What follows belongs to an exercise in optimizing a design on an open flow for small area and a short achievable clock period; a production flow would make more cautious choices. Function was checked by simulation only, so behaviour that the tests miss may differ from the original. No run shown here takes its clock network from TritonCTS; it comes from the design's own scripts or RTL. The flow treats the clock pin as an ideal source. Dropping or thinning the clock tree relies on that and would not hold on a real chip. No activity file was given, so power comes from the tool's default toggle rates.

## design/flow/design.v

```verilog
`timescale 1ns / 1ps
module Extra2LPTop(
    input clk,
    input rst,
    input [31:0] A_in,
    input [31:0] B_in,
    input [31:0] C_in,
    output [35:0] Q
    );
    localparam B1 = 11;    
    localparam B2 = 22;
    wire [31:0] c_sh = {2'b00, C_in[31:2]};
    wire [31:0] s0 = A_in ^ B_in ^ c_sh;
    wire [31:0] k0 = (A_in & B_in) | (A_in & c_sh) | (B_in & c_sh);
    wire [33:0] x0 = {2'b00, s0};
    wire [33:0] y0 = {1'b0, k0, 1'b0};
    wire [33:0] g0 = x0 & y0;
    wire [33:0] p0 = x0 ^ y0;
    reg [32:0] g1;           
    reg [33:0] p1;
    reg [1:0]  cl1;
    always @(posedge clk) begin
        g1  <= g0[32:0];
        p1  <= p0;
        cl1 <= C_in[1:0];
    end
    reg [33:0] gg, pp;       
    reg [33:0] cin;          
    reg [2:0]  cout;         
    integer i, l, st;
    always @(*) begin
        gg = {1'b0, g1};
        pp = p1;
        for (l = 1; l < 32; l = l * 2) begin
            for (i = 33; i >= 0; i = i - 1) begin
                st = (i >= B2) ? B2 : (i >= B1) ? B1 : 0;
                if (((i - st) & l) != 0 && ((i - st) & ~(l - 1)) - 1 + st >= st) begin
                    gg[i] = gg[i] | (pp[i] & gg[((i - st) & ~(2*l - 1)) + l - 1 + st]);
                    pp[i] = pp[i] & pp[((i - st) & ~(2*l - 1)) + l - 1 + st];
                end
            end
        end
        cin = 34'd0;
        for (i = 1; i < 34; i = i + 1)
            if (i != B1 && i != B2) cin[i] = gg[i-1];
        cout[0] = gg[B1-1];
        cout[1] = gg[B2-1];
    end
    wire [33:0] u1 = p1 ^ cin;
    reg        ph;
    reg        qa, qb;
    reg [33:0] u2;
    reg [1:0]  co2;
    reg [1:0]  cl2;
    reg [35:0] result;
    wire c_b1 = co2[0];
    wire c_b2 = co2[1] | (co2[0] & (&u2[B2-1:B1]));
    reg [B2-B1-1:0] mid;
    reg [33-B2:0]   top;
    integer j;
    always @(*) begin
        for (j = B1; j < B2; j = j + 1)
            mid[j-B1] = u2[j] ^ (c_b1 & (&(u2 | ~(((34'd1 << j) - 34'd1) & ~((34'd1 << B1) - 34'd1)))));
        for (j = B2; j < 34; j = j + 1)
            top[j-B2] = u2[j] ^ (c_b2 & (&(u2 | ~(((34'd1 << j) - 34'd1) & ~((34'd1 << B2) - 34'd1)))));
    end
    always @(posedge clk) begin
        if (rst) begin
            ph <= 1'b1;
            qa <= 1'b1;
            qb <= 1'b0;
        end else begin
            ph <= ~ph;
            qa <= ~qa;
            qb <= ~qb;
        end
        if (ph) begin
            u2  <= u1;
            co2 <= cout[1:0];
            cl2 <= cl1;
        end
        result <= ({top, mid, u2[B1-1:0], cl2} & {36{qa}}) | (result & {36{qb}});
    end
    assign Q = result;
endmodule
```

## design/flow/flow/run.sh

```bash
#!/bin/bash
# Standard ORFS layout (the standard.sh, standard synthesis), with:
#  - port buffers of sky130_fd_sc_hd__buf_1 instead of the default delay buffer
#  - a two-level clock tree (flow/clocktree.tcl, run as the CTS step's PRE hook):
#    the clock port drives four clkbuf_16, each driving two clkbuf_8 that drive
#    an eighth of the flip-flops each; the CTS step's timing repair and placement
#    run as usual
cp standard.sh standard_sh.log
export BUFFER_PORTS_ARGS="-buffer_cell sky130_fd_sc_hd__buf_1"
export PRE_CTS_TCL="$PWD/flow/clocktree.tcl"
bash standard.sh > standard.log 2>&1
```

## design/flow/flow/clocktree.tcl

```tcl
# PRE_CTS_TCL hook: a two-level clock tree built by hand, in place of
# clock_tree_synthesis. The clock port drives four top buffers; each drives
# the leaf buffers of one quarter of the flip-flops (split at the median x,
# then the median y); each leaf buffer drives an equal share of its quarter
# (split again at medians) and sits at its group's centroid. Every
# flip-flop is two buffers from the port, so the tree adds no intended skew.
set top_cell  sky130_fd_sc_hd__clkbuf_16
set leaf_cell sky130_fd_sc_hd__clkbuf_8
set nleaf 2                   ;# leaf buffers per quarter: 1, 2 or 4
set block [ord::get_db_block]
set db [ord::get_db]
set clknet [$block findNet clk]
set sinks {}
foreach it [$clknet getITerms] {
  if {[$it isInputSignal]} {
    set xy [$it getAvgXY]
    lappend sinks [list $it [lindex $xy 1] [lindex $xy 2]]
  }
}
puts "manual clock tree: [llength $sinks] sinks"
proc split_half {lst idx} {
  set s [lsort -real -index $idx $lst]
  set n [expr {[llength $s] / 2}]
  return [list [lrange $s 0 [expr {$n - 1}]] [lrange $s $n end]]
}
# split along the wider side of the group's bounding box
proc split_wide {lst} {
  set xs [lsort -real [lmap s $lst {lindex $s 1}]]
  set ys [lsort -real [lmap s $lst {lindex $s 2}]]
  if {[lindex $xs end] - [lindex $xs 0] >= [lindex $ys end] - [lindex $ys 0]} {
    return [split_half $lst 1]
  }
  return [split_half $lst 2]
}
proc centroid {lst} {
  set sx 0; set sy 0
  foreach s $lst { set sx [expr {$sx + [lindex $s 1]}]; set sy [expr {$sy + [lindex $s 2]}] }
  return [list [expr {int($sx / [llength $lst])}] [expr {int($sy / [llength $lst])}]]
}
proc add_buffer {cell name loc innet} {
  set block [ord::get_db_block]
  set db [ord::get_db]
  set inst [odb::dbInst_create $block [$db findMaster $cell] $name]
  $inst setLocation [lindex $loc 0] [lindex $loc 1]
  $inst setPlacementStatus PLACED
  set net [odb::dbNet_create $block "${name}_net"]
  $net setSigType CLOCK
  [$inst findITerm A] connect $innet
  [$inst findITerm X] connect $net
  return $net
}
set quarters {}
foreach hx [split_half $sinks 1] {
  foreach hy [split_half $hx 2] { lappend quarters $hy }
}
set q 0
foreach g $quarters {
  set leaves [list $g]
  while {[llength $leaves] < $nleaf} {
    set next {}
    foreach l $leaves { lappend next {*}[split_wide $l] }
    set leaves $next
  }
  set topnet [add_buffer $top_cell "clkbuf_man_$q" [centroid $g] $clknet]
  set k 0
  foreach l $leaves {
    set net [add_buffer $leaf_cell "clkbuf_man_${q}_$k" [centroid $l] $topnet]
    foreach s $l {
      set it [lindex $s 0]
      $it disconnect
      $it connect $net
    }
    puts "manual clock tree: leaf buffer ${q}_$k drives [llength $l] sinks"
    incr k
  }
  incr q
}
$clknet setSigType CLOCK
set_propagated_clock [all_clocks]
# the tree is built: skip the tool's own clock tree synthesis
rename clock_tree_synthesis clock_tree_synthesis_unused
proc clock_tree_synthesis {args} { puts "clock_tree_synthesis skipped (manual tree)" }
```

## design/flow/standard.sh

```bash
#!/bin/bash
# synth_recipe.tcl (not shown) runs the flow's synth.tcl, then flattens the netlist and writes it again
# the make line also repeats each setting of config.mk as NAME=value (left out here)
make -C /OpenROAD-flow-scripts/flow DESIGN_CONFIG=/design/flow/config.mk WORK_HOME=/design/flow/orfs CLKGATE_MAP_FILE= SYNTH_SCRIPT=/design/flow/synth_recipe.tcl "${@:-finish}"
```

## design/flow/config.mk

```make
export PLATFORM = sky130hd
export DESIGN_NAME = Extra2LPTop
export DESIGN_NICKNAME = Extra2LPTop
export VERILOG_FILES = /design/flow/design.v
export SDC_FILE = /design/flow/constraint.sdc
export NUM_CORES = 4
export LEC_CHECK = 0
export ABC_AREA = 1
export CAP_MARGIN = 20
export CORE_MARGIN = 2
export CORE_UTILIZATION = 60
export PLACE_DENSITY = 0.75
export SETUP_SLACK_MARGIN = 2.4
export SLEW_MARGIN = 20
```

## design/flow/constraint.sdc

```tcl
create_clock -name core_clock -period 4.0 [get_ports {clk}]
set_input_delay 0.8000 -clock core_clock [delete_from_list [all_inputs] [get_ports {clk}]]
set_output_delay 0.8000 -clock core_clock [all_outputs]
set_load 0.01 [all_outputs]
```

==> results of run 1 <==
==> through the flow <==
stage	instances	worst slack, ns	cell area [sq um]
final	805	2.431	6924
after global routing	805	2.318	6924
after CTS	799	2.367	6798
after detailed placement	786	2.164	6544
after global placement	786	2.173	6544
after floorplan	527	2.349	5906
==> state kept, by name (all words and copies together), names as in the netlist, 2 cells and up <==
| register | count |
|---|---|
| result | 36 |
| u2 | 34 |
| p1 | 33 |
| g1 | 31 |
| cl1 | 2 |
| cl2 | 2 |
| co2 | 2 |
==> area by class of cell <==
cell class | count | area share
well taps | 133 | 0.02403
plain buffers | 12 | 0.03036
repair buffers | 142 | 0.08872
multi-input cells | 326 | 0.3569
inverters | 49 | 0.02656
flip-flops and latches | 143 | 0.4734
==> power by group <==
| group | switching [mW] | internal (mW) |
|---|---|---|
| Combinational | 0.456 | 0.395 |
| Clock | 0.388 | 0.357 |
| Sequential | 0.213 | 1.89 |
| Total | 1.06 | 2.64 |
==> worst min path at each step <==
| stage | endpoint | slack [ns] | cells after the start |
|---|---|---|---|
| after global routing | cl2[1] | 0.43 | 0 |
| after floorplan | cl2[0] | 0.39 | 0 |
| after CTS | u2[22] | 0.42 | 0 |
| after global placement | cl2[0] | 0.39 | 0 |
| final | u2[22] | 0.42 | 0 |
| after detailed placement | u2[22] | 0.40 | 0 |
==> cells in the mapped netlist, drive strengths merged (3+ instances only) <==
master and count:
a22o 15, xnor2 9, xor2 4, inv 49
o21bai 3, clkbuf 6, nor2 33, o21ai 3
nand2 132, edfxtp 38, ha 46, nand3 33
fa 30, a21oi 11, buf 3, dfxtp 105
==> cell families after synthesis <==
group / Yosys count
XOR/XNOR: 13
flip-flops: 143
AO/OA/AOI/OAI: 35
buffers and inverters: 58
AND/OR/NAND/NOR: 202
adder cells (fa/ha/maj): 76
==> timing repair <==
item	4_1_cts	5_1_grt
buffers inserted	1	6
resized for setup	28	46
endpoints found under the setup margin	27	36
pin swaps	0	3
==> layer usage <==
layer  part of all wire  routed length [microns]  up-vias
met2               0.52                     5279      101
met5                  0                        0        -
li1                   -                        -     1998
met4              0.026                      265        0
met3              0.052                      520       23
met1               0.40                     4015     1843
==> out/results.txt, run 1 <==
The flow ran to the end and the layout has no timing, DRC or antenna violations. In this design, the stage delay of the slowest critical-path cell is 0.35 ns. The area share of xor/xnor cells in the synthesized design came out at 0.01934. For this run, design rule violations remaining after detail routing come to 0. Summing all flip-flop and latch instances after layout gives 3278 sq um. The weighted congestion reported at the end of routability-driven placement was 0.8019; the measured slew at the worst slew-check pin was 0.9099 ns. The tools report the routing usage on met3 as 0.01831.

The share of async-settable or async-resettable flops after synthesis is 0. The mapped cell area was 5888 sq um; the multiplexer fraction of the synthesized cell area was 0. The compound-cell area share of the yosys netlist is 0.04271. Synthesis inferred 143 register bits. Number of distinct library cell variants in the gate-level netlist after synthesis: 27.

The initial antenna violation count is 0, and the met2 track utilization from global routing is 0.3601. The logs give 0.2231 for the met1 capacity usage during global routing and 9639 sq um for the placeable core area. Final cycle utilization of the critical path: 0.3924. The combined buffer and inverter count along the critical path was 1; the critical path data arrival time was 0.77 ns. At the worst endpoint, the required time is 3.20 ns. The simple-gate share of the synthesized area is 0.1487, and the per-cell routed wire length is 12.52 microns. On the final layout, the worst hold slack is 0.4160 ns. The critical path startpoint category was a flip-flop.

The detailed-route wire length was 10080 microns; the total of fill cells in the finished design was 746. The number of nets handed over by synthesis was 701. The tools report the sequential-to-total area share from yosys stat as 0.5508. Relative to the synthesized area, the layout overhead comes to 17.59%.

Dividing total power by cell area gives a power density of 534.7 nW/um^2. Detailed placement ended at an HPWL of 7778 microns. In this run the worst path has a maximum fanout of 2.

The final total negative setup slack came out at 0 ns. The final number of max-transition violations is 0, and the number of core rows is 36. The startpoint of the worst hold path is p1[22]. The worst min-delay path category is flip-flop to flip-flop.

Setup violations remaining at the end of the flow were counted as 0. Type of element capturing the critical path: an output port. The cell with the biggest individual delay on the critical path is dfxtp_1. Count of buffers inserted at the top-level ports: 133. The number of top-level pins is 134. The highest-utilization routing layer at the global route stage was met2. The logs give 0 for the final-report hold violation count and 10620 sq um for the floorplan die area. For the count of maximum capacitance violations, the log shows 0. First-pass detailed-route iteration total: 4. The most critical setup path has its endpoint at Q[32]. The number of global-route vias before repair is 3828, and the violation count after the first detailed-route iteration is 82. The number of hold buffers added after CTS was 0. The mean instance size in the synthesized netlist came out at 11.17 sq um. The share of cells above drive strength 1 was 0.1592. The type of the setup path with the least slack is flip-flop to output port. The kind of cell with the highest combined delay along the critical path is flip-flops. Entering global routing, the biggest net connects 40 pins. Setup repair after global routing could not meet its margin everywhere. Worst reg2reg path startpoint: p1[12]. The most used flip-flop cell after synthesis is dfxtp_1. The smallest clock period supported by the final layout is computed as 1.569 ns. Measured in cells, the most critical reg-to-reg path has a length of 10. Proportion of netlist area held by the largest area contributor: 0.3570. The top cell types in the final layout, fill and taps aside, are nand2_1, buf_1, dfxtp_1. After the last flow step, the layout net total stands at 848. In this run the static leakage power is 3.173 nW. The vertical die dimension came out at 103.1 microns. The most critical setup path has its startpoint at result[32]. Clock-pin slew was measured on the worst setup and hold paths at 0.10 ns. The tools report the headroom to the max-slew limit as 0.3934. Counting flops with a built-in enable in the synthesized netlist gives 38. The most frequent standard cell in the layout excluding fill and tap cells is nand2_1. The global route total overflow is 0, and the clock latency reported for the late side of the worst-skew pair is 0.28 ns. Traced cell by cell, the critical path runs through buf_2. The wire length of the first global-routing pass is 16130 microns, and the maximum clock skew at final layout is 0.008769 ns. 0 antenna diodes ended up in the layout. The floorplan step set the die width to 103.1 microns. The overall power was 3.702 mW. The synthesized design spends more area on one cell type than any other, namely dfxtp_1. The effective utilization at floorplan is 0.6109. The count of synthesis-stage warnings from yosys is 1. For this run, the top clock speed supported by timing is 637.2 MHz. After synthesis, the largest family of logic cells by area is adder cells. For the count of antenna-violating nets left after detailed routing, the log shows 0. The endpoint identified for the worst register-to-register timing path is u2[20]. Logic depth of the worst setup path including buffers: 1. For the area of the multi-input gates, the log shows 2471 sq um.

The adder and majority gate portion of the synthesized area is 0.1997. For the global-route usage over all layers, the log shows 0.1876. The tools report the maximum resistive drop on vdd as 306.7 uV. The share of the core filled with cells in the final layout was 0.7183; the total via count in the routed design was 3965.

By area the synthesized netlist is led by dfxtp_1, edfxtp_1, fa_1. For the cell count after synthesis, the log shows 527. The mean number of vias per cell works out to 4.925. Setup slack on the worst reg-to-reg path comes out at 2.45 ns.
==> run 2: changes to the inputs <==
--- a/design/flow/config.mk
+++ b/design/flow/config.mk
@@ -9,6 +9,6 @@
 export CAP_MARGIN = 20
 export CORE_MARGIN = 2
 export CORE_UTILIZATION = 60
-export PLACE_DENSITY = 0.75
+export PLACE_DENSITY = 0.65
 export SETUP_SLACK_MARGIN = 2.4
 export SLEW_MARGIN = 20
==> run 2 against run 1 <==
Still clean on timing, DRC and antenna. Worst hold slack got worse by 0.0013 ns. Wire length decreased by 3.2%. Design area increased by 0.23%. Maximum frequency decreased by 0.28%. Via count decreased by 0.28%. Clock power about the same. Final cell count increased by 0.50%. Sequential cell count unchanged. Register-to-register slack about the same. Critical endpoint is now Q[25]. Largest cell class unchanged.
==> out/results.txt, run 2 <==
The run finished with no timing, DRC or antenna violations. The mapped cell area came out at 5888 sq um (unchanged). The largest area contributor in the synthesized netlist was dfxtp_1.

The tools report the critical path data arrival time as 0.77 ns (about the same). The mean number of vias per cell works out to 4.888 (-0.77%). The final total negative setup slack was 0 ns (unchanged). The die boundary width is 103.1 microns (unchanged). For the layout net count, the log shows 852 (+0.47%). Setup repair after global routing could not meet its margin everywhere.

The count of maximum capacitance violations came out at 0 (unchanged). Critical path's top delay family: flip-flops. The number of design rule violations left after detail routing was 0 (unchanged). The first-pass detailed-route iteration total was 4 (unchanged); the count of buffers inserted at the top-level ports was 133 (unchanged). The highest routing layer actually used was met4. Relative to the synthesized area, the layout overhead comes to 17.87%. The commonest cells after synthesis are nand2_1, dfxtp_1, inv_1. The logs give 0.5508 (unchanged) for the sequential-to-total area share from yosys stat and 786 (unchanged) for the number of placed cells counting well taps.

The run gives 0 (unchanged) as the initial antenna violation count. The per-cell routed wire length came out at 12.06 microns (-3.7%). The final-report hold violation count was 0 (unchanged). The tools report the number of distinct library cell variants in the gate-level netlist after synthesis as 27 (unchanged).

In the layout the commonest cells are nand2_1, buf_1, dfxtp_1. The tools report the cell count after synthesis as 527 (unchanged). The number of core rows is 36 (unchanged). The share of async-settable or async-resettable flops after synthesis was 0 (unchanged). The detailed-route wire length was 9756 microns (-3.2%). The vertical die dimension was 103.1 microns (unchanged); the total setup violations reported at the end of the flow was 0 (unchanged). For the final number of max-transition violations, the log shows 0 (unchanged).

The maximum clock skew at final layout is 0.01240 ns (+0.003629 ns). The logs give 0.3669 (-0.02652) for the headroom to the max-slew limit and 635.4 MHz (-0.28%) for the maximum operating frequency. The total area of sequential cells came out at 3274 sq um (-0.11%). Among all flip-flop cells after synthesis, the most frequent one is dfxtp_1. The count of antenna-violating nets left after detailed routing is 0 (unchanged). For the minimum setup slack in the final design, the log shows 2.426 ns (-0.004360 ns).

The proportion of netlist area held by the largest area contributor came out at 0.3570 (unchanged). The length of routed met2 wiring was 5045 microns (-4.4%). The logs give 701 (unchanged) for the post-synth net total and 1 (unchanged) for the count of synthesis-stage warnings from yosys. Most repeated cell in the gate-level netlist after synthesis: nand2_1. The measured slew at the worst slew-check pin is 0.9497 ns (+0.03978 ns). Traced cell by cell, the critical path runs through buf_2.

The critical path data required time came out at 3.20 ns (about the same). Pin count of the biggest net entering global routing: 40 (unchanged). The largest registers in the layout are result (36), u2 (34), p1 (33).

The post-route met1 wirelength is 3989 microns (-0.65%), and the share of cells above drive strength 1 is 0.1553 (-0.003901). The wire length of the first global-routing pass was 15770 microns (-2.3%). The maximum resistive drop on vdd is 291.2 uV (-5.0%).

The largest fanout of any net on the critical path works out to 2 (unchanged). Violation count after the first detailed-route iteration: 104 (+27%). The worst setup path is of the flip-flop to output port kind. The number of diodes added for antenna fixing is 0 (unchanged), and the weighted congestion reported at the end of routability-driven placement is 0.7363 (-8.2%). The global route total overflow was 0 (unchanged); the number of synthesized register bits was 143 (unchanged). The critical path startpoint category is a flip-flop.

The area of the multi-input gates is 2461 sq um (-0.41%), and the number of enable-type register cells in the synthesized netlist is 38 (unchanged). Ranked by flip-flop count, first place goes to result. On the critical path, the stage with the largest delay is an instance of dfxtp_1. The worst min-delay path category was flip-flop to flip-flop. The placeable core area came out at 9639 sq um (unchanged). The share of the core filled with cells in the final layout was 0.7200 (+0.001688); the power density over the cells was 532.8 nW/um^2 (-0.36%).

The worst stage delay on the critical path came out at 0.35 ns (about the same). The leakage power total is 3.187 nW (+0.45%), and the clock latency reported for the late side of the worst-skew pair is 0.28 ns (about the same). The post-DP HPWL is 7283 microns (-6.4%), and the non-filler instance count after layout is 809 (+0.50%). The worst setup path is captured at an output port.

The minimum clock period was 1.574 ns (+0.004360 ns); the floorplan die area was 10620 sq um (unchanged). The clock transition at the registers of the reported paths is 0.11 ns (about the same), and the number of top-level pins is 134 (unchanged). For the pre-CTS worst setup slack, the log shows 2.158 ns (-0.006280 ns).

By area the synthesized netlist is led by dfxtp_1, edfxtp_1, fa_1. The flip-flop count of the largest register, all copies and words added works out to 36 (unchanged). For the total via count in the routed design, the log shows 3954 (-0.28%). The final cycle utilization of the critical path was 0.3935 (+0.001090). The number of global-route vias before repair came out at 3733 (-2.5%). The effective utilization at floorplan was 0.6109 (unchanged). The library cell used most frequently in the layout, excluding fill and tap cells, is nand2_1.

Global-route usage over all layers: 0.1817 (-0.005930). The combined buffer and inverter count along the critical path is 1 (unchanged), and the mean instance size in the synthesized netlist is 11.17 sq um (unchanged). The total of fill cells in the finished design was 737 (-1.2%).

The amount of wire on met3 after detailed routing was 487 microns (-6.3%).
==> run 2: worst paths after layout <==
path                            startpoint         end  slack [ns]  depth (start not counted)
worst max-delay path            result[25]       Q[25]        2.43                          1
worst min-delay path                cl1[0]      cl2[0]        0.41                          0
worst max register to register      u2[12]  result[25]        2.45                          7
worst min register to register      cl1[0]      cl2[0]        0.41                          0
==> run 2: cell families (layout without fill, tap and decap cells) <==
group | count (synthesis) | after routing | synth area share
compound gates | 35 | 35 | 0.04271
fa+ha+maj | 76 | 76 | 0.1997
xor+xnor | 13 | 13 | 0.01934
flops | 143 | 143 | 0.5508
buf+inv | 58 | 207 | 0.03867
simple gates | 202 | 202 | 0.1487
==> run 2: metal layers <==
layer	GRT usage	up-vias
met2	0.3511	95
met3	0.01763	19
li1	-	2002
met5	0	-
met4	0.04049	0
met1	0.2171	1838
==> run 2: final cells by class <==
cell class	instances	share of cell area
buffer	12	0.03029
inverter	49	0.02650
multi-input combinational	326	0.3546
sequential	143	0.4718
tap	133	0.02398
timing repair buffer	146	0.09284
==> run 2: stage by stage <==
step / hold slack, ns / power [mW] / cell area [sq um]
floorplan: 0.3855 / 2.603 / 5906
global placement: 0.3862 / 2.857 / 6544
detailed placement: 0.3913 / 2.904 / 6544
CTS: 0.4169 / 3.672 / 6799
global route: 0.4328 / 3.950 / 6940
finish: 0.4148 / 3.698 / 6940
==> run 2: worst register-to-register path, cell delays in order, from the launching register on <==
cell and delay [ns]:
edfxtp_1 0.45, nand3_4 0.15, nor2_8 0.08, nand3_4 0.09
nand2_8 0.08, ha_4 0.16, or2_4 0.21, a32o_1 0.24
==> run 2: repair_timing <==
action,4_1_cts,5_1_grt
gates resized for setup,24,44
pin swaps,1,4
gates cloned,0,0
setup endpoints to repair,24,35
buffers inserted,2,9
hold buffers,0,0
==> run 2: power breakdown <==
group / leakage, nW / internal (mW) / total, mW / switching (mW)
clock network: 0.107 / 0.357 / 0.742 / 0.385
registers: 1.27 / 1.89 / 2.10 / 0.208
logic: 1.81 / 0.399 / 0.855 / 0.456
total: 3.19 / 2.65 / 3.70 / 1.05
==> run 3: changes to the inputs <==
--- a/design/flow/config.mk
+++ b/design/flow/config.mk
@@ -8,7 +8,7 @@
 export ABC_AREA = 1
 export CAP_MARGIN = 20
 export CORE_MARGIN = 2
-export CORE_UTILIZATION = 60
+export CORE_UTILIZATION = 50
 export PLACE_DENSITY = 0.65
 export SETUP_SLACK_MARGIN = 2.4
 export SLEW_MARGIN = 20
==> run 3 against run 2 <==
Largest cell class unchanged. Final cell count is 0.99% higher. Die area is 19% higher. Sequential cell count stayed put. Critical path depth stayed put. Still clean. Sequential power hardly changed. Highest routed layer unchanged. Maximum frequency is 0.31% higher. Setup slack better by 0.0048 ns. Worst hold slack worse by 0.00071 ns. Register-to-register slack hardly changed. Clock power hardly changed. Power hardly changed.
==> out/results.txt, run 3 <==
The share of async-settable or async-resettable flops after synthesis came out at 0 (unchanged). Area of the multi-input gates: 2471 sq um (+0.41%). Among all cell types in the netlist, the one instantiated most often is nand2_1. The tools report the count of synthesis-stage warnings from yosys as 1 (unchanged).

For the maximum clock skew at final layout, the log shows 0.01172 ns (-0.0006830 ns). The run gives 796 (+1.3%) as the number of placed cells counting well taps. Mean instance size in the synthesized netlist: 11.17 sq um (unchanged). The post-synth net total was 701 (unchanged); the critical path data arrival time was 0.77 ns (about the same).

Vertical die dimension: 112.5 microns (+9.2%). The type of element capturing the critical path was an output port. The proportion of netlist area held by the largest area contributor is 0.3570 (unchanged), and the number of distinct library cell variants in the gate-level netlist after synthesis is 27 (unchanged). The pin count of the biggest net entering global routing was 40 (unchanged). The synthesized design spends more area on one cell type than any other, namely dfxtp_1. The post-route cell area was 6957 sq um (+0.23%). The tools report the global route total overflow as 0 (unchanged).

The worst reg2reg path depth is 7 (unchanged), and the number of core rows is 39 (+8.3%). The run gives 3907 (+4.7%) as the number of global-route vias before repair. The critical path goes through buf_2.

Counting instances in the post-synthesis netlist gives the leading cell types as nand2_1, dfxtp_1, inv_1. The post-DP HPWL is 7584 microns (+4.1%), and the final-report hold violation count is 0 (unchanged). Flip-flop count of the largest register, all copies and words added: 36 (unchanged). The wire length of the first global-routing pass is 16580 microns (+5.2%).

The effective utilization at floorplan is 0.5135 (-0.09738), and the overall power is 3.696 mW (about the same). Maximum resistive drop on vdd: 408.3 uV (+40%). End of the worst register-to-register path: result[25]. The run gives 0.4141 ns (-0.0007140 ns) as the minimum hold slack. The cell with the biggest individual delay on the critical path was dfxtp_1. The run gives 4 (unchanged) as the first-pass detailed-route iteration total.

The initial antenna violation count is 0 (unchanged), and the worst stage delay on the critical path is 0.36 ns (about the same). The placeable core area was 11470 sq um (+19%). The critical path's top delay family was flip-flops. For the critical path data required time, the log shows 3.20 ns (about the same). The tools report the pre-CTS worst setup slack as 2.162 ns (+0.003560 ns). For this run, the leading register cell type out of synthesis is dfxtp_1. The run gives 0 (unchanged) as the count of maximum capacitance violations. The number of enable-type register cells in the synthesized netlist was 38 (unchanged). The minimum clock period is 1.569 ns (-0.004830 ns), and the global-route usage over all layers is 0.1547 (-0.02698). The share of cells above drive strength 1 works out to 0.1499 (-0.005474).

The logs give 2.431 ns (+0.004830 ns) for the minimum setup slack in the final design and 817 (+0.99%) for the non-filler instance count after layout. The mapped cell area is 5888 sq um (unchanged). The final cycle utilization of the critical path came out at 0.3922 (-0.001208). The number of synthesized register bits works out to 143 (unchanged).

The type of the setup path with the least slack was flip-flop to output port. The run gives 0.28 ns (about the same) as the clock latency reported for the late side of the worst-skew pair. The total setup violations reported at the end of the flow was 0 (unchanged). The tools report the total cell area at the placement stage as 6556 sq um (+0.19%). The register with the most flip-flops in the final layout is result. The measured slew at the worst slew-check pin is 0.9339 ns (-0.01580 ns).

The mean number of vias per cell came out at 4.821 (-1.4%). The min-delay analysis places its worst path in the category flip-flop to flip-flop. The flow ran to the end and the layout has no timing, DRC or antenna violations.

For the total of fill cells in the finished design, the log shows 954 (+29%). In the final layout, the registers with the most flip-flops are result (36), u2 (34), p1 (33). The power density over the cells works out to 531.3 nW/um^2 (-0.27%).

The largest fanout of any net on the critical path was 2 (unchanged); the worst reg-to-reg setup slack was 2.44 ns (about the same). The tools report the count of antenna-violating nets left after detailed routing as 0 (unchanged). Setup repair after global routing could not meet its margin everywhere. The worst reg2reg path startpoint is u2[12]. The detailed-route wire length is 9889 microns (+1.4%), and the count of buffers inserted at the top-level ports is 133 (unchanged).

The headroom to the max-slew limit came out at 0.3774 (+0.01053). The layout overhead on the synthesized area is 18.15%, and the clock transition at the registers of the reported paths is 0.10 ns (about the same). The logs give 637.4 MHz (+0.31%) for the maximum operating frequency and 3.184 nW (-0.11%) for the leakage power total.

The die boundary width was 112.5 microns (+9.2%). The weighted congestion reported at the end of routability-driven placement came out at 0.7776 (+5.6%). After synthesis, the cell types taking the most area are dfxtp_1, edfxtp_1, fa_1. The cell count after synthesis was 527 (unchanged). The final total negative setup slack came out at 0 ns (unchanged). The tools report the number of diodes added for antenna fixing as 0 (unchanged). The hold path depth is 0 (unchanged), and the violation count after the first detailed-route iteration is 160 (+54%).

The run gives 3269 sq um (-0.15%) as the total area of sequential cells. In this run the most critical hold path is launched from p1[0]. The share of the core filled with cells in the final layout came out at 0.6067 (-0.1134).

Combined buffer and inverter count along the critical path: 1 (unchanged). For the layout net count, the log shows 850 (-0.23%). The total via count in the routed design was 3939 (-0.38%); the final number of max-transition violations was 0 (unchanged). The sequential-to-total area share from yosys stat is 0.5508 (unchanged), and the floorplan die area is 12660 sq um (+19%).

The top cell types in the final layout, fill and taps aside, are nand2_1, buf_1, dfxtp_1. Per-cell routed wire length: 12.10 microns (+0.37%). The worst setup path is launched from a flip-flop. The library cell used most frequently in the layout, excluding fill and tap cells, is nand2_1. The number of design rule violations left after detail routing came out at 0 (unchanged). The path with the worst hold slack has its endpoint at u2[0].

The number of top-level pins is 134 (unchanged).
[run 3: cell counts after synthesis]
No cell type changed its count.
[run 3: power breakdown]
part	internal [mW]	switching (mW)
registers	1.89	0.210
clock network	0.357	0.384
logic	0.406	0.452
[run 3: logic make-up after synthesis]
kind of cell / after synthesis / share of synthesized area
AO/OA/AOI/OAI: 35 / 0.04271
XOR/XNOR: 13 / 0.01934
adder cells (fa/ha/maj): 76 / 0.1997
buffers and inverters: 58 / 0.03867
flip-flops: 143 / 0.5508
AND/OR/NAND/NOR: 202 / 0.1487
[run 3: layout make-up]
| class | count | area share |
|---|---|---|
| buffer | 12 | 0.03022 |
| inverter | 49 | 0.02644 |
| multi-input combinational | 326 | 0.3552 |
| sequential | 143 | 0.4700 |
| tap | 143 | 0.02572 |
| timing repair buffer | 144 | 0.09245 |
[run 3: how the worst max path moves through the flow]
stage	slack (ns)	startpoint	endpoint	depth (start not counted)
after CTS	2.36	u2[12]	result[25]	7
final	2.43	result[5]	Q[5]	1
after floorplan	2.35	A_in[1]	p1[1]	2
after global placement	2.16	A_in[9]	p1[9]	3
after detailed placement	2.16	A_in[9]	p1[9]	3
after global routing	2.38	p1[12]	u2[20]	10
[run 3: metal layers]
layer	part of all wire	wire, microns	global-route usage	vias to the layer above
met3	0.055	540	0.02322	13
met4	0.019	189	0.02602	0
met2	0.51	5063	0.3008	94
met5	0	0	0	-
li1	-	-	-	2005
met1	0.41	4095	0.1821	1827
[run 3: what timing repair did]
action | 4_1_cts | 5_1_grt
hold buffers | 0 | 0
setup buffers | 1 | 8
endpoints found under the setup margin | 29 | 34
pin swaps | 0 | 6
gates resized for setup | 30 | 37
==> run 4: changes to the inputs <==
==> design/flow/flow/run.sh (replaced) <==
#!/bin/bash
# Standard ORFS layout (the standard.sh, standard synthesis), with:
#  - port buffers of sky130_fd_sc_hd__buf_1 instead of the default delay buffer
#  - a two-level clock tree (flow/clocktree.tcl, run as the CTS step's PRE hook):
#    the clock port drives four clkbuf_16, each driving two clkbuf_16 that drive
#    an eighth of the flip-flops each; the CTS step's timing repair and placement
#    run as usual
cp standard.sh standard_sh.log
export BUFFER_PORTS_ARGS="-buffer_cell sky130_fd_sc_hd__buf_1"
export PRE_CTS_TCL="$PWD/flow/clocktree.tcl"
bash standard.sh > standard.log 2>&1
--- a/design/flow/flow/clocktree.tcl
+++ b/design/flow/flow/clocktree.tcl
@@ -5,7 +5,7 @@
 # (split again at medians) and sits at its group's centroid. Every
 # flip-flop is two buffers from the port, so the tree adds no intended skew.
 set top_cell  sky130_fd_sc_hd__clkbuf_16
-set leaf_cell sky130_fd_sc_hd__clkbuf_8
+set leaf_cell sky130_fd_sc_hd__clkbuf_16
 set nleaf 2                   ;# leaf buffers per quarter: 1, 2 or 4
 set block [ord::get_db_block]
 set db [ord::get_db]
--- a/design/flow/config.mk
+++ b/design/flow/config.mk
@@ -8,7 +8,7 @@
 export ABC_AREA = 1
 export CAP_MARGIN = 20
 export CORE_MARGIN = 2
-export CORE_UTILIZATION = 50
-export PLACE_DENSITY = 0.65
+export CORE_UTILIZATION = 60
+export PLACE_DENSITY = 0.75
 export SETUP_SLACK_MARGIN = 2.4
 export SLEW_MARGIN = 20
==> run 4 against run 3 <==
Sequential cell count stayed put. Core utilization rose by 12 points. Die area down 16%. Clock power is 27% higher. Highest routed layer unchanged. Wire length grew 3.0%. Critical path type unchanged. Critical path depth unchanged. Combinational power rose by 0.8%. Maximum frequency fell by 0.15%. Sequential share of layout area down 0.57 points. Worst hold slack worse by 0.0069 ns. Largest cell class unchanged. Area after synthesis unchanged.
==> out/results.txt, run 4 <==
For the detailed-route wire length, the log shows 10190 microns (+3.0%). The vertical die dimension came out at 103.1 microns (-8.4%). By area, the combinational part of the netlist is dominated by adder cells. result holds more flip-flops than any other register. The critical path data required time was 3.20 ns (about the same).

The total net switching power was 1.088 mW (+4.1%). Weighted congestion reported at the end of routability-driven placement: 0.8019 (+3.1%). The most repeated cell in the gate-level netlist after synthesis was nand2_1. The largest registers in the layout are result (36), u2 (34), p1 (33).

The number of synthesized register bits came out at 143 (unchanged). The overall power came out at 3.901 mW (+5.5%). The post-DP HPWL was 7778 microns (+2.6%); the total setup violations reported at the end of the flow was 0 (unchanged). The commonest cells after synthesis are nand2_1, dfxtp_1, inv_1. Of all cell types, the one taking the most synthesized area is dfxtp_1. The cell count after synthesis was 527 (unchanged); the number of enable-type register cells in the synthesized netlist was 38 (unchanged).

Among cell families on the critical path, the largest total delay comes from flip-flops. The mapped cell area came out at 5888 sq um (unchanged). For the number of distinct library cell variants in the gate-level netlist after synthesis, the log shows 27 (unchanged). The proportion of netlist area held by the largest area contributor is 0.3570 (unchanged), and the logic depth of the worst setup path including buffers is 1 (unchanged). The wire length of the first global-routing pass is 16520 microns (-0.37%). The combined buffer and inverter count along the critical path came out at 1 (unchanged). The run gives 0 (unchanged) as the number of design rule violations left after detail routing. The per-cell routed wire length works out to 12.61 microns (+4.2%). Sorting the synthesized cells by area gives the leading types as dfxtp_1, edfxtp_1, fa_1. Final-report hold violation count: 0 (unchanged).

The pin count of the biggest net entering global routing came out at 40 (unchanged). The power density over the cells is 557.1 nW/um^2 (+4.8%). The final number of max-transition violations is 0 (unchanged), and the compound-cell area share of the yosys netlist is 0.04271 (unchanged). The worst min-delay path category is flip-flop to flip-flop.

The logs give 786 (-1.3%) for the number of placed cells counting well taps and 9639 sq um (-16%) for the placeable core area. The first-pass detailed-route iteration total is 4 (unchanged). The count of buffers inserted at the top-level ports was 133 (unchanged). The clock transition at the registers of the reported paths was 0.07 ns (-0.03 ns); the adder and majority gate portion of the synthesized area was 0.1997 (unchanged). The critical path data arrival time was 0.77 ns (about the same). The run gives 3910 (+0.077%) as the number of global-route vias before repair. For the total via count in the routed design, the log shows 3954 (+0.38%).

The simple-gate share of the synthesized area is 0.1487 (unchanged), and the final cycle utilization of the critical path is 0.3928 (+0.0005850). The relative contribution of the clock network to total power was 0.241 (+0.041). The worst reg2reg path depth was 10 (+3).

The worst setup path is captured at an output port. The count of antenna-violating nets left after detailed routing was 0 (unchanged); the power share of the sequential group was 0.537 (-0.030). The logs give 2.164 ns (+0.002720 ns) for the pre-CTS worst setup slack and 0.6109 (+0.09738) for the effective utilization at floorplan. The non-filler instance count after layout was 808 (-1.1%). The area share of xor/xnor cells in the synthesized design is 0.01934 (unchanged).

The number of top-level pins was 134 (unchanged). Number of diodes added for antenna fixing: 0 (unchanged). The final total negative setup slack was 0 ns (unchanged); the post-route cell area was 7002 sq um (+0.65%). The run gives 636.4 MHz (-0.15%) as the maximum operating frequency.

The mean instance size in the synthesized netlist was 11.17 sq um (unchanged); the flip-flop count of the largest register, all copies and words added was 36 (unchanged). The minimum clock period came out at 1.571 ns (+0.002340 ns). The critical path startpoint category is a flip-flop. The most frequent standard cell in the layout excluding fill and tap cells is nand2_1. The mean number of vias per cell was 4.894 (+1.5%); the largest fanout of any net on the critical path was 2 (unchanged). The most used flip-flop cell after synthesis was dfxtp_1.

The count of synthesis-stage warnings from yosys was 1 (unchanged); the headroom to the max-slew limit was 0.3898 (+0.01242). The worst stage delay on the critical path was 0.35 ns (about the same). The violation count after the first detailed-route iteration is 89 (-44%), and the maximum clock skew at final layout is 0.008610 ns (-0.003105 ns). From synthesis to final layout, the design area changed by 18.91%.

The hold buffer count at CTS was 0 (unchanged). The run finished with no timing, DRC or antenna violations. The global route total overflow is 0 (unchanged). For the global-route usage over all layers, the log shows 0.1924 (+0.03768).

The share of cells above drive strength 1 works out to 0.1230 (-0.02689). Setup repair after global routing could not meet its margin everywhere. The post-synth net total is 701 (unchanged). The run gives 10620 sq um (-16%) as the floorplan die area. Total cell area at the placement stage: 6544 sq um (-0.19%).

The share of async-settable or async-resettable flops after synthesis is 0 (unchanged). Leaving out fill and tap cells, the most frequent cells in the layout are nand2_1, buf_1, dfxtp_1. The multiplexer fraction of the synthesized cell area works out to 0 (unchanged). The share of power burned in combinational logic was 0.222 (-0.010). The tools report the number of core rows as 36 (-7.7%). The die boundary width is 103.1 microns (-8.4%), and the hold path depth is 0 (unchanged).

The initial antenna violation count is 0 (unchanged). Type of the setup path with the least slack: flip-flop to output port. The tools report the layout net count as 851 (+0.12%). The logs give 0 (unchanged) for the count of maximum capacitance violations and 0.5508 (unchanged) for the sequential-to-total area share from yosys stat. The maximum resistive drop on vdd was 334.0 uV (-18%). The signal on the critical path passes through buf_1.

The minimum setup slack in the final design was 2.429 ns (-0.002340 ns); the clock latency reported for the late side of the worst-skew pair was 0.27 ns (about the same). For this design, the slowest cell found on the critical path is dfxtp_1. The run gives 2.812 mW (+6.1%) as the internal portion of total power. Share of total power consumed by net switching: 0.2790 (-0.003916). The measured slew at the worst slew-check pin is 0.9153 ns (-0.01863 ns), and the leakage power total is 3.208 nW (+0.76%).
run 4: cell count changes in the layout (fill, tap and decap cells not counted), moves of 2 or more:
cell       previous run  this run
buf_2                26         5
clkbuf_2              7        25
dfxtp_1              84        99
dfxtp_2              21         6
clkbuf_16             4        12
clkbuf_8              8         0
buf_1                98       103
nand2_1             122       120
nand2_2               9        11
run 4: worst paths after layout:
path	start	endpoint	slack [ns]
min	p1[22]	u2[22]	0.41
min reg2reg	p1[22]	u2[22]	0.41
max	result[23]	Q[23]	2.43
max reg2reg	p1[12]	u2[20]	2.45
run 4: cells by family (layout without fill, tap and decap cells):
group	after synthesis	after routing
simple gates	202	202
flops	143	143
fa+ha+maj	76	76
buf+inv	58	206
compound gates	35	35
xor+xnor	13	13
run 4: layer usage:
metal,vias to the layer above,global-route usage,wire [microns]
li1,2006,-,-
met1,1840,0.2276,4045
met2,88,0.3696,5432
met3,20,0.02102,470
met4,0,0.04960,238
met5,-,0,0
run 4: area by class of cell:
| class | instances | area, sq um |
|---|---|---|
| buffer | 12 | 300.3 |
| multi-input combinational | 326 | 2474 |
| inverter | 49 | 183.9 |
| fill | 730 | 2638 |
| tap | 133 | 166.4 |
| timing repair buffer | 145 | 626.9 |
| sequential | 143 | 3251 |
run 4: timing repair:
item	CTS	global route
pin swaps	0	3
endpoints found under the setup margin	7	35
setup buffers	2	8
resized for setup	7	39
cloned	0	0
run 4: power groups by stage:
| stage | logic (mW) | registers (mW) | clock network (mW) |
|---|---|---|---|
| after floorplan | 0.481 | 2.12 | 0 |
| after global placement | 0.739 | 2.11 | 0 |
| after detailed placement | 0.790 | 2.13 | 0 |
| after CTS | 0.814 | 2.09 | 0.965 |
| after global routing | 0.998 | 2.14 | 1.03 |
| final | 0.865 | 2.10 | 0.940 |
run 4: metrics by stage:
step | hold WS (ns) | util
after detailed placement | 0.3962 | 0.6789
after floorplan | 0.3855 | -
after global routing | 0.4204 | 0.7264
after global placement | 0.3884 | 0.6789
final | 0.4072 | 0.7264
after CTS | 0.4132 | 0.7134
==> run 5: changes to the inputs <==
--- a/design/flow/design.v
+++ b/design/flow/design.v
@@ -14,16 +14,16 @@
     wire [31:0] k0 = (A_in & B_in) | (A_in & c_sh) | (B_in & c_sh);
     wire [33:0] x0 = {2'b00, s0};
     wire [33:0] y0 = {1'b0, k0, 1'b0};
-    wire [33:0] g0 = x0 & y0;
     wire [33:0] p0 = x0 ^ y0;
-    reg [32:0] g1;           
+    reg [32:1] y1;           
     reg [33:0] p1;
     reg [1:0]  cl1;
     always @(posedge clk) begin
-        g1  <= g0[32:0];
+        y1  <= y0[32:1];
         p1  <= p0;
         cl1 <= C_in[1:0];
     end
+    wire [32:0] g1 = {y1, 1'b0} & ~p1[32:0];
     reg [33:0] gg, pp;       
     reg [33:0] cin;          
     reg [2:0]  cout;         
==> run 5 against run 4 <==
Final cell count rose by 7.5%. First-iteration DRC count rose by 120%. Sequential cell count did not move. Power rose by 5.9%. Die area rose by 2.4%. Area after synthesis rose by 2.5%. Combinational power rose by 21%. Clock power barely moved. Via count rose by 8.9%. Worst hold slack barely moved. Highest routed layer unchanged. Critical path depth did not move. Largest cell class unchanged.
==> out/results.txt, run 5 <==
For the wire length of the first global-routing pass, the log shows 18020 microns (+9.1%). The post-route cell area is 7128 sq um (+1.8%). The most used flip-flop cell after synthesis is dfxtp_1.

The share of async-settable or async-resettable flops after synthesis is 0 (unchanged). The minimum clock period was 1.578 ns (+0.006240 ns); the global-route usage over all layers was 0.1948 (+0.002472). The tools report the total setup violations reported at the end of the flow as 0 (unchanged). The largest registers in the layout are result (36), u2 (34). The number of enable-type register cells in the synthesized netlist was 38 (unchanged); the post-synth net total was 719 (+2.6%).

The worst min-delay path category was flip-flop to flip-flop. Maximum clock skew at final layout: 0.004473 ns (-0.004138 ns). The maximum resistive drop on vdd was 341.2 uV (+2.2%). The run gives 3248 sq um (about the same) as the total area of sequential cells. The synthesized design spends more area on one cell type than any other, namely dfxtp_1. The detailed-route wire length is 10900 microns (+7.0%), and the effective utilization at floorplan is 0.6176 (+0.006788). The logs give 0 (unchanged) for the initial antenna violation count and 0 (unchanged) for the number of design rule violations left after detail routing. The count of maximum capacitance violations is 0 (unchanged), and the die boundary width is 104.3 microns (+1.2%).

The number of global-route vias before repair is 4133 (+5.7%), and the number of synthesized register bits is 143 (unchanged). The measured slew at the worst slew-check pin is 0.9337 ns (+0.01847 ns). Post-DP HPWL: 8163 microns (+5.0%).

The run gives 3.241 nW (+1.0%) as the leakage power total. The minimum setup slack in the final design is 2.422 ns (-0.006240 ns). Layout overhead on the synthesized area: 18.07%. Area of the multi-input gates: 2547 sq um (+3.0%). The run gives 198 (+120%) as the violation count after the first detailed-route iteration.

The run gives 0.4073 ns (+0.0001290 ns) as the minimum hold slack. The most frequent standard cell in the layout excluding fill and tap cells was nand2_1. Register with the most flip-flops: result. The critical path data arrival time came out at 0.78 ns (about the same). The clock transition at the registers of the reported paths came out at 0.07 ns (about the same). The critical path goes through buf_1. By area the synthesized netlist is led by dfxtp_1, edfxtp_1, fa_1.

The mean number of vias per cell came out at 4.954 (+1.2%). The per-cell routed wire length was 12.54 microns (-0.50%); the flip-flop count of the largest register, all copies and words added was 36 (unchanged). The tools report the total via count in the routed design as 4305 (+8.9%). For the number of diodes added for antenna fixing, the log shows 0 (unchanged). The run finished with no timing, DRC or antenna violations. The run gives 0 (unchanged) as the hold buffer count at CTS. Ranked by instance count, the synthesized netlist is headed by nand2_1, dfxtp_1, inv_1. Yosys instantiated no cell more often than nand2_1.

The maximum operating frequency was 633.9 MHz (-0.40%). The overall power is 4.129 mW (+5.9%). Largest fanout of any net on the critical path: 2 (unchanged). The cell with the biggest individual delay on the critical path is dfxtp_1.

The type of element capturing the critical path was an output port. By startpoint and endpoint, the worst setup path is classified as flip-flop to output port. The sequential-to-total area share from yosys stat came out at 0.5372 (-0.01358). The final cycle utilization of the critical path came out at 0.3944 (+0.001560).

The critical path startpoint category was a flip-flop. The pin count of the biggest net entering global routing was 40 (unchanged). The first-pass detailed-route iteration total is 7 (+3). For the number of distinct library cell variants in the gate-level netlist after synthesis, the log shows 35 (+30%). The proportion of netlist area held by the largest area contributor is 0.3482 (-0.008805), and the global route total overflow is 0 (unchanged). The cell family contributing the most delay on the critical path is flip-flops. The combined buffer and inverter count along the critical path works out to 1 (unchanged). Setup repair after global routing left no endpoint under its margin.

The clock latency reported for the late side of the worst-skew pair is 0.27 ns (about the same), and the mapped cell area is 6037 sq um (+2.5%). The count of buffers inserted at the top-level ports came out at 133 (unchanged). For the placeable core area, the log shows 9774 sq um (+1.4%). The power density over the cells is 579.3 nW/um^2 (+4.0%).

The share of cells above drive strength 1 was 0.1155 (-0.007474); the final-report hold violation count was 0 (unchanged). The final number of max-transition violations came out at 0 (unchanged). The floorplan die area is 10880 sq um (+2.4%).

The tools report the cell count after synthesis as 587 (+11%). For the count of antenna-violating nets left after detailed routing, the log shows 0 (unchanged). The total of fill cells in the finished design is 753 (+3.2%). The mean instance size in the synthesized netlist is 10.28 sq um (-8.0%), and the headroom to the max-slew limit is 0.3775 (-0.01232). The number of core rows is 36 (unchanged), and the vertical die dimension is 104.3 microns (+1.2%).

The number of top-level pins is 134 (unchanged). The layout net count came out at 870 (+2.2%). The worst stage delay on the critical path was 0.35 ns (about the same); the final total negative setup slack was 0 ns (unchanged). The logs give 3.20 ns (about the same) for the critical path data required time and 2.274 ns (+0.1092 ns) for the pre-CTS worst setup slack.

The run gives 1 (unchanged) as the count of synthesis-stage warnings from yosys. The top cell types in the final layout, fill and taps aside, are nand2_1, buf_1, dfxtp_1. The run gives 0.8314 (+3.7%) as the weighted congestion reported at the end of routability-driven placement. The total cell area at the placement stage was 6689 sq um (+2.2%).
## run 5: cell types whose count changed after synthesis, sizes merged, moves of 2 or more
cell    before  now
ha          46    4
xnor2        9    5
xor2         4   45
nand2      132  162
a31oi        0    2
nand3       33   37
o21bai       3    0
inv         49   62
nand3b       0    3
a211o        0    2
or2          2   10
nor2        33   22
o21ai        3   16
## run 5: worst paths after layout
kind	startpoint	end	slack [ns]	depth (start not counted)
max	result[14]	Q[14]	2.42	1
min reg2reg	cl1[1]	cl2[1]	0.41	0
max reg2reg	u2[13]	result[25]	2.49	7
min	cl1[1]	cl2[1]	0.41	0
## run 5: logic make-up (layout without fill, tap and decap cells)
| logic type | after synthesis | in the layout | share of synthesized area |
|---|---|---|---|
| AO/OA/AOI/OAI | 53 | 53 | 0.06321 |
| XOR/XNOR | 50 | 50 | 0.07254 |
| adder cells (fa/ha/maj) | 34 | 34 | 0.1078 |
| buffers and inverters | 70 | 219 | 0.04642 |
| flip-flops | 143 | 143 | 0.5372 |
| AND/OR/NAND/NOR | 237 | 237 | 0.1728 |
## run 5: cell type report
cell class,count,share of cell area
Multi-Input combinational cell,374,0.3574
Inverter,62,0.03265
Timing Repair Buffer,145,0.08882
Sequential cell,143,0.4557
Buffer,12,0.04213
Tap cell,133,0.02335
## run 5: repair_timing
action,CTS,global route
endpoints found under the setup margin,8,23
cloned,0,0
resized for setup,7,25
endpoints found under the hold margin,0,0
pin swaps,1,3
buffers inserted,3,7
## run 5: layer usage
| metal | vias up | track usage | part of all wire |
|---|---|---|---|
| met5 | - | 0 | 0 |
| li1 | 2176 | - | - |
| met1 | 1976 | 0.2413 | 0.41 |
| met4 | 0 | 0.04247 | 0.016 |
| met2 | 138 | 0.3702 | 0.53 |
| met3 | 15 | 0.01378 | 0.050 |
## run 5: stage by stage
step,util,instances
finish,0.7293,869
CTS,0.7190,862
detailed placement,0.6843,847
floorplan,-,587
global route,0.7293,869
global placement,0.6843,847
## run 5: report_power, final
part	switching, mW	leakage [nW]	internal (mW)
logic	0.581	1.82	0.474
registers	0.240	1.27	1.89
clock network	0.410	0.148	0.532
==> run 6: changes to the inputs <==
==> design/flow/flow/run.sh (replaced) <==
#!/bin/bash
# Standard ORFS layout (the standard.sh, standard synthesis), with:
#  - port buffers of sky130_fd_sc_hd__buf_1 instead of the default delay buffer
#  - a two-level clock tree (flow/clocktree.tcl, run as the CTS step's PRE hook):
#    the clock port drives four clkbuf_16, each driving two clkbuf_8 that drive
#    an eighth of the flip-flops each; the CTS step's timing repair and placement
#    run as usual
cp standard.sh standard_sh.log
export BUFFER_PORTS_ARGS="-buffer_cell sky130_fd_sc_hd__buf_1"
export PRE_CTS_TCL="$PWD/flow/clocktree.tcl"
bash standard.sh > standard.log 2>&1
--- a/design/flow/flow/clocktree.tcl
+++ b/design/flow/flow/clocktree.tcl
@@ -5,7 +5,7 @@
 # (split again at medians) and sits at its group's centroid. Every
 # flip-flop is two buffers from the port, so the tree adds no intended skew.
 set top_cell  sky130_fd_sc_hd__clkbuf_16
-set leaf_cell sky130_fd_sc_hd__clkbuf_16
+set leaf_cell sky130_fd_sc_hd__clkbuf_8
 set nleaf 2                   ;# leaf buffers per quarter: 1, 2 or 4
 set block [ord::get_db_block]
 set db [ord::get_db]
--- a/design/flow/config.mk
+++ b/design/flow/config.mk
@@ -10,5 +10,5 @@
 export CORE_MARGIN = 2
 export CORE_UTILIZATION = 60
 export PLACE_DENSITY = 0.75
-export SETUP_SLACK_MARGIN = 2.4
+export SETUP_SLACK_MARGIN = 2.45
 export SLEW_MARGIN = 20
==> run 6 against run 5 <==
Via count rose by 0.60%. Largest power group unchanged. Global-route usage rose by 0.18 points. Worst hold slack improved by 0.0096 ns. Die area did not move. Still clean.
==> out/results.txt, run 6 <==
The run finished with no timing, DRC or antenna violations. The largest registers in the layout are result (36), u2 (34). The count of antenna-violating nets left after detailed routing was 0 (unchanged). For the total cell area at the placement stage, the log shows 6689 sq um (unchanged).

The commonest cells after synthesis are nand2_1, dfxtp_1, inv_1. Maximum operating frequency: 640.1 MHz (+0.98%). The mean number of vias per cell works out to 4.961 (+0.14%).

The die boundary width was 104.3 microns (unchanged); the flip-flop count of the largest register, all copies and words added was 36 (unchanged). From synthesis to final layout, the design area changed by 22.01%. Hold path depth: 0 (unchanged). The logs give 3.323 nW (+2.5%) for the leakage power total and 0 (unchanged) for the count of maximum capacitance violations. The share of async-settable or async-resettable flops after synthesis is 0 (unchanged), and the layout net count is 874 (+0.46%).

Of all cell types, the one taking the most synthesized area is dfxtp_1. The clock latency reported for the late side of the worst-skew pair was 0.28 ns (about the same). The simple-gate share of the synthesized area is 0.1728 (unchanged), and the proportion of netlist area held by the largest area contributor is 0.3482 (unchanged). The share of cells above drive strength 1 is 0.1878 (+0.07235), and the combined buffer and inverter count along the critical path is 1 (unchanged). The most used flip-flop cell after synthesis was dfxtp_1.

Share of total power consumed by net switching: 0.2993 (+0.001456). For the headroom to the max-slew limit, the log shows 0.3953 (+0.01777). The tools report the number of design rule violations left after detail routing as 0 (unchanged).

The logs give 0 (unchanged) for the number of diodes added for antenna fixing and 134 (unchanged) for the number of top-level pins. The tools report the minimum hold slack as 0.4169 ns (+0.009593 ns). The global route total overflow was 0 (unchanged). The multiplexer fraction of the synthesized cell area is 0 (unchanged). The total net switching power was 1.243 mW (+1.1%).

The run gives 6037 sq um (unchanged) as the mapped cell area. The logs give 18270 microns (+1.4%) for the wire length of the first global-routing pass and 719 (unchanged) for the post-synth net total. In this run the critical register-to-register path is captured at result[25].

Clock transition at the registers of the reported paths: 0.11 ns (+0.04 ns). The power density over the cells was 563.8 nW/um^2 (-2.7%). The signal on the critical path passes through buf_6.

Setup repair after global routing could not meet its margin everywhere. The logs give 2.910 mW (+0.36%) for the internal portion of total power and 4331 (+0.60%) for the total via count in the routed design. The tools report the critical path data required time as 3.20 ns (about the same). The count of buffers inserted at the top-level ports was 133 (unchanged). The tools report the critical path startpoint category as a flip-flop. The logic depth of the worst setup path including buffers was 1 (unchanged); the worst reg-to-reg setup slack was 2.51 ns (+0.02 ns). The most frequent standard cell in the layout excluding fill and tap cells is nand2_1.

The number of global-route vias before repair came out at 4419 (+6.9%). The final cycle utilization of the critical path came out at 0.3906 (-0.003838). Minimum clock period: 1.562 ns (-0.01535 ns). The startpoint of the worst hold path was cl1[0]. The final-report hold violation count was 0 (unchanged). The largest fanout of any net on the critical path was 2 (unchanged); the pin count of the biggest net entering global routing was 40 (unchanged). The power share of the sequential group was 0.524 (+0.008); the area share of xor/xnor cells in the synthesized design was 0.07254 (unchanged). The cell count after synthesis was 587 (unchanged); the number of distinct library cell variants in the gate-level netlist after synthesis was 35 (unchanged).

Compound-cell area share of the yosys netlist: 0.06321 (unchanged). The relative contribution of the clock network to total power was 0.180 (-0.048). The worst stage delay on the critical path is 0.37 ns (+0.02 ns), and the post-DP HPWL is 8248 microns (+1.0%). The tools report the worst reg2reg path startpoint as co2[0]. The final number of max-transition violations was 0 (unchanged); the violation count after the first detailed-route iteration was 194 (-2.0%). Leaving out fill and tap cells, the most frequent cells in the layout are nand2_1, buf_1, dfxtp_1.

Combinational family with the most area after synthesis: simple AND/OR/NAND/NOR gates. For the floorplan die area, the log shows 10880 sq um (unchanged). For the placeable core area, the log shows 9774 sq um (unchanged).

The initial antenna violation count was 0 (unchanged). The vertical die dimension is 104.3 microns (unchanged). Among all stages on the critical path, the largest delay is contributed by dfxtp_2. Total setup violations reported at the end of the flow: 0 (unchanged). For the critical path data arrival time, the log shows 0.76 ns (-0.02 ns).

For hold timing, the worst endpoint is cl2[0]. The final total negative setup slack was 0 ns (unchanged). result holds more flip-flops than any other register. The share of power burned in combinational logic was 0.297 (+0.042). Number of core rows: 36 (unchanged). In the post-synthesis netlist, the biggest area contributors are dfxtp_1, edfxtp_1, fa_1. The worst reg2reg path depth works out to 7 (unchanged).

The path class of the tightest hold or removal check is flip-flop to flip-flop. The tools report the sequential-to-total area share from yosys stat as 0.5372 (unchanged). Weighted congestion reported at the end of routability-driven placement: 0.8255 (-0.71%). The per-cell routed wire length works out to 12.69 microns (+1.2%). The type of the setup path with the least slack was flip-flop to output port. On the critical path the largest part of the delay comes from flip-flops.

The number of enable-type register cells in the synthesized netlist came out at 38 (unchanged). The tools report the type of element capturing the critical path as an output port. The post-route cell area was 7366 sq um (+3.3%); the measured slew at the worst slew-check pin was 0.9071 ns (-0.02666 ns). The maximum clock skew at final layout is 0.01087 ns (+0.006397 ns), and the number of synthesized register bits is 143 (unchanged). The first-pass detailed-route iteration total was 5 (-2). The run gives 300.3 uV (-12%) as the maximum resistive drop on vdd. The logs give 0.1966 (+0.001784) for the global-route usage over all layers and 0.6176 (unchanged) for the effective utilization at floorplan. In the post-synthesis netlist, the cell with the most instances is nand2_1. The count of synthesis-stage warnings from yosys came out at 1 (unchanged). The adder and majority gate portion of the synthesized area was 0.1078 (unchanged).

The detailed-route wire length is 11080 microns (+1.7%), and the mean instance size in the synthesized netlist is 10.28 sq um (unchanged).
run 6: power groups by stage:
stage	Sequential [mW]	Clock, mW	Combinational, mW
finish	2.18	0.745	1.23
global route	2.22	0.811	1.37
detailed placement	2.16	0	0.979
CTS	2.16	0.760	1.13
global placement	2.14	0	0.929
floorplan	2.16	0	0.657
run 6: routing by layer:
layer / routed length, microns / track usage / share of wire
met3: 479 / 0.01817 / 0.043
met1: 4512 / 0.2306 / 0.41
met4: 204 / 0.04730 / 0.018
met2: 5883 / 0.3828 / 0.53
met5: 0 / 0 / 0
run 6: worst max-delay path by stage:
stage	start	to
floorplan	co2[0]	result[25]
global placement	A_in[29]	p1[29]
detailed placement	A_in[9]	p1[9]
CTS	u2[15]	result[25]
global route	result[27]	Q[27]
finish	result[15]	Q[15]
run 6: kinds of logic after synthesis:
logic type	after synthesis
simple gates	237
xor+xnor	50
fa+ha+maj	34
compound gates	53
flops	143
buf+inv	70
run 6: timing repair:
item                       in CTS  in global routing
gates cloned                    0                  0
setup endpoints to repair      38                 46
buffers inserted                6                  8
pin swaps                       2                  3
resized for setup              91                 28
hold buffers                    0                  0
run 6: stage by stage:
stage	cells	power, mW	worst slack [ns]	util
floorplan	587	2.814	2.423	-
global placement	847	3.072	2.332	0.6843
detailed placement	847	3.138	2.292	0.6843
CTS	865	4.052	2.424	0.7331
global route	873	4.397	2.420	0.7536
finish	873	4.153	2.438	0.7536
run 6: layout make-up:
class | instances | area [sq um]
fill | 691 | 2409
sequential | 143 | 3293
tap | 133 | 166.4
buffer | 12 | 210.2
multi-input combinational | 374 | 2557
timing repair buffer | 149 | 905.9
inverter | 62 | 232.7

==> re-timing with driven ports <==
In the flow no input, the clock included, has a driving cell. The finished layouts below were timed again as built, in two steps. Step 1: set_driving_cell puts a clkbuf_16 on clk and a buf_2 on each other input, an assumption about the parent block. Step 2 adds t to the input delays and takes it off the output delays; t is the mean of the earliest and latest rising clock arrival at the registers after step 1. Input paths then give back, and output paths get back, about the clock's delay inside the block. Three values: no drivers, after step 1, after step 2; two values: the first two.
| run | t, ns | setup slack, ns | hold slack, ns | cell pins on the clock port's net |
|---|---|---|---|---|
| run 1 | 0.354 | 2.431 / 2.351 / 2.178 | 0.416 / 0.416 / 0.416 | 4 |
| run 2 | 0.357 | 2.426 / 2.345 / 2.156 | 0.415 / 0.415 / 0.415 | 4 |
| run 3 | 0.354 | 2.431 / 2.350 / 2.183 | 0.414 / 0.414 / 0.414 | 4 |
| run 4 | 0.342 | 2.429 / 2.349 / 2.162 | 0.407 / 0.407 / 0.407 | 4 |
| run 5 | 0.345 | 2.422 / 2.344 / 2.260 | 0.407 / 0.407 / 0.407 | 4 |
| run 6 | 0.360 | 2.438 / 2.354 / 2.295 | 0.417 / 0.417 / 0.417 | 4 |
After both steps every run listed still meets setup and hold. For run 2, which loses most, drivers alone change the setup slack by -0.081 ns; drivers and shift together by -0.270 ns.
